What follows belongs to an exercise in optimizing a design on an open flow for small area; a production flow would make more cautious choices. At most, simulation tests tie the RTL to the original design; equivalence was not proved. No activity file was given, so power comes from the tool's default toggle rates.

==> module ParkingController, before the edit <==
module ParkingController (
    input clk,
    input rst,
    input car_entered,
    input is_uni_car_entered,
    input car_exited,
    input is_uni_car_exited,
    output [9:0] uni_parked_cars,
    output [9:0] parked_cars,
    output [9:0] uni_vacated_space,
    output [9:0] vacated_space,
    output uni_is_vacated_space,
    output is_vacated_space
);
reg [11:0] s;
reg [4:0]  g;
reg [8:0]  q, p;    
function [8:0] rsub;
    input [8:0] k, x;
    integer i;
    reg b;
    begin
        b = 1'b0;
        for (i = 0; i < 9; i = i + 1) begin
            rsub[i] = k[i] ^ x[i] ^ b;
            b = (~k[i] & (x[i] | b)) | (x[i] & b);
        end
    end
endfunction
function [8:0] rud;
    input [8:0] x;
    input up, dn;
    integer i;
    reg c;
    begin
        c = up;
        for (i = 0; i < 9; i = i + 1) begin
            rud[i] = x[i] ^ dn ^ c;
            c = (x[i] & dn) | (x[i] & c) | (dn & c);
        end
    end
endfunction
function le;
    input [8:0] x, k;
    integer i;
    reg eq;
    begin
        le = 1'b0;
        eq = 1'b1;
        for (i = 8; i >= 0; i = i - 1) begin
            le = le | (eq & k[i] & ~x[i]);
            eq = eq & ~(k[i] ^ x[i]);
        end
        le = le | eq;
    end
endfunction
wire swrap = (s & 12'd1919) == (12'd2989 & 12'd1919);
wire h12 = ~g[4] & g[2] & ~g[1] & ~g[0];
wire h13 = ~g[4] & g[2] & ~g[1] & g[0];
wire h14 = ~g[4] & g[2] & g[1] & ~g[0];
wire h15 = ~g[4] & g[3] & g[2] & g[1] & g[0];
wire [8:0] c_d = g[4] ? 9'd500 : h13 ? 9'd250 : h14 ? 9'd300 : h15 ? 9'd350 : 9'd200;
wire [8:0] u_d = g[4] ? 9'd200 : h13 ? 9'd450 : h14 ? 9'd400 : h15 ? 9'd350 : 9'd500;
wire [8:0] fu = rsub(u_d, q);
wire [8:0] fo = rsub(c_d, p);
wire nzu = |fu;
wire nzo = |fo;
wire tday = swrap & (h12 | h13 | h14 | h15);   
wire tnew = swrap & (&g);                        
wire [8:0] un = h12 ? 9'd450 : h13 ? 9'd400 : h14 ? 9'd350 : 9'd200;
wire eu = car_entered & is_uni_car_entered;
wire eo = car_entered & ~is_uni_car_entered;
wire xu = car_exited & is_uni_car_exited;
wire xo = car_exited & ~is_uni_car_exited;
wire u_sel = tday & (h15 ? le(fu, 9'd150) : le(fu, 9'd50));
wire u_inc = eu & (nzu | tnew);
wire u_up = u_inc & ~xu;
wire u_dn = ~u_inc & xu & (|q);
wire o_sel = tnew & le(fo, 9'd300);
wire o_inc = eo & (nzo | tday);
wire o_up = o_inc & ~xo;
wire o_dn = ~o_inc & xo & (|p);
always @(posedge clk) begin
    if (rst) begin
        s <= 12'd2989;
        g <= 5'd7;
        q <= 9'd0;
        p <= 9'd0;
    end else begin
        s <= {s[10:0], s[11] ^ s[5] ^ s[2] ^ s[0] ^ swrap};
        if (swrap) g <= (g + 5'd1) | {1'b0, &g, 3'b0};
        q <= u_sel ? un - {8'd0, xu} : rud(q, u_up, u_dn);
        p <= o_sel ? 9'd200 - {8'd0, xo} : rud(p, o_up, o_dn);
    end
end
assign uni_parked_cars = {1'b0, q};
assign parked_cars = {1'b0, p};
assign uni_vacated_space = {1'b0, fu};
assign vacated_space = {1'b0, fo};
assign uni_is_vacated_space = nzu;
assign is_vacated_space = nzo;
endmodule
export LEC_CHECK = 0
export ABC_AREA = 1
export CAP_MARGIN = 20
export CORE_MARGIN = 2
export CORE_UTILIZATION = 40
export SLEW_MARGIN = 20
create_clock -name core_clock -period 35.0 [get_ports {clk}]
standard.sh (not shown) runs the stock make flow with config.mk's settings and CLKGATE_MAP_FILE= SYNTH_SCRIPT=/design/flow/synth_recipe.tcl, a recipe that flattens the netlist after the stock synthesis.
==> flow/flow/run.sh <==
#!/bin/bash
# Standard ORFS layout with these changes: synthesis maps the logic with an
# area-oriented ABC script (flow/area.abc, no full-adder extraction), the port
# buffers are buf_1 cells, and clock tree synthesis uses small buffers and no
# dummy loads.
set -euo pipefail
W=$PWD
bash standard.sh SYNTH_SCRIPT=$W/flow/synth_wrap.tcl ADDER_MAP_FILE= \
  "BUFFER_PORTS_ARGS=-buffer_cell sky130_fd_sc_hd__buf_1" \
  "CTS_ARGS=-sink_clustering_enable -repair_clock_nets -dont_use_dummy_load -buf_list sky130_fd_sc_hd__clkbuf_4" \
  finish > $W/standard.log 2>&1
==> flow/flow/area.abc <==
strash
dc2
&get -n
&deepsyn -T 15
&put
dch -f
amap
==> flow/flow/synth_wrap.tcl <==
# The standard flow's synthesis script, with ABC's mapping script replaced by flow/area.abc
set my_flow_dir [file dirname [file normalize [info script]]]
proc abc {args} {
  global my_flow_dir
  set i [lsearch -exact $args -script]
  if { $i >= 0 } { lset args [expr {$i + 1}] $my_flow_dir/area.abc }
  yosys abc {*}$args
}
source [file join $my_flow_dir .. synth_recipe.tcl]
Next try:
--- a/flow/design.v
+++ b/flow/design.v
@@ -39,4 +39,5 @@
             c = (x[i] & dn) | (x[i] & c) | (dn & c);
         end
+        if (dn & ~c) rud = 9'd0;
     end
 endfunction
@@ -55,5 +56,5 @@
     end
 endfunction
-wire swrap = (s & 12'd1919) == (12'd2989 & 12'd1919);
+wire swrap = (s & 12'd1919) == (12'd263 & 12'd1919);
 wire h12 = ~g[4] & g[2] & ~g[1] & ~g[0];
 wire h13 = ~g[4] & g[2] & ~g[1] & g[0];
@@ -76,17 +77,17 @@
 wire u_inc = eu & (nzu | tnew);
 wire u_up = u_inc & ~xu;
-wire u_dn = ~u_inc & xu & (|q);
+wire u_dn = ~u_inc & xu;
 wire o_sel = tnew & le(fo, 9'd300);
 wire o_inc = eo & (nzo | tday);
 wire o_up = o_inc & ~xo;
-wire o_dn = ~o_inc & xo & (|p);
+wire o_dn = ~o_inc & xo;
 always @(posedge clk) begin
     if (rst) begin
-        s <= 12'd2989;
+        s <= 12'd263;
         g <= 5'd7;
         q <= 9'd0;
         p <= 9'd0;
     end else begin
-        s <= {s[10:0], s[11] ^ s[5] ^ s[2] ^ s[0] ^ swrap};
+        s <= {~s[10:0], s[11] ^ s[5] ^ s[2] ^ s[0] ^ swrap};
         if (swrap) g <= (g + 5'd1) | {1'b0, &g, 3'b0};
         q <= u_sel ? un - {8'd0, xu} : rud(q, u_up, u_dn);
Result: The changed run produced a clean layout. Area after synthesis drops by 3.7%. Clock skew drops by 7.5 ps. Count of clock-buffer cells in the layout is unchanged. Routed wire length shrinks by 6.8%. Setup slack got worse by 97 ps. Final area fell by 3.1%. Sequential power is lower by 8.5%. Power decreases by 8.7%. Hold slack gets worse by 46 ps.
Function not checked in the first run of this note: the RTL went through the layout flow alone.

==> static timing again, ports no longer ideal <==
In the flow no input, the clock included, has a driving cell. The finished layouts below were timed again as built, in two steps.
Step 1 (the two cells are an assumption about what drives the block):
set clk [get_ports {clk}]
set_driving_cell -lib_cell sky130_fd_sc_hd__clkbuf_16 $clk
set_driving_cell -lib_cell sky130_fd_sc_hd__buf_2 [delete_from_list [all_inputs] $clk]
Step 2, shift: input delay + t, output delay - t, t = (earliest + latest rising clock arrival at the registers) / 2. This alone moves slack from input paths to output paths.
Slacks: ideal / step 1 / step 2; pairs: ideal / step 1.
run | shift t [ns] | setup slack, ns | worst setup path after step 2 | worst slew at a driven data input, ns
the first run | 0.347 | 22.992 / 22.967 / 23.314 | register to output | 0.03
the second run | 0.352 | 22.895 / 22.870 / 23.222 | register to output | 0.04
After both steps every run listed still meets setup and hold.
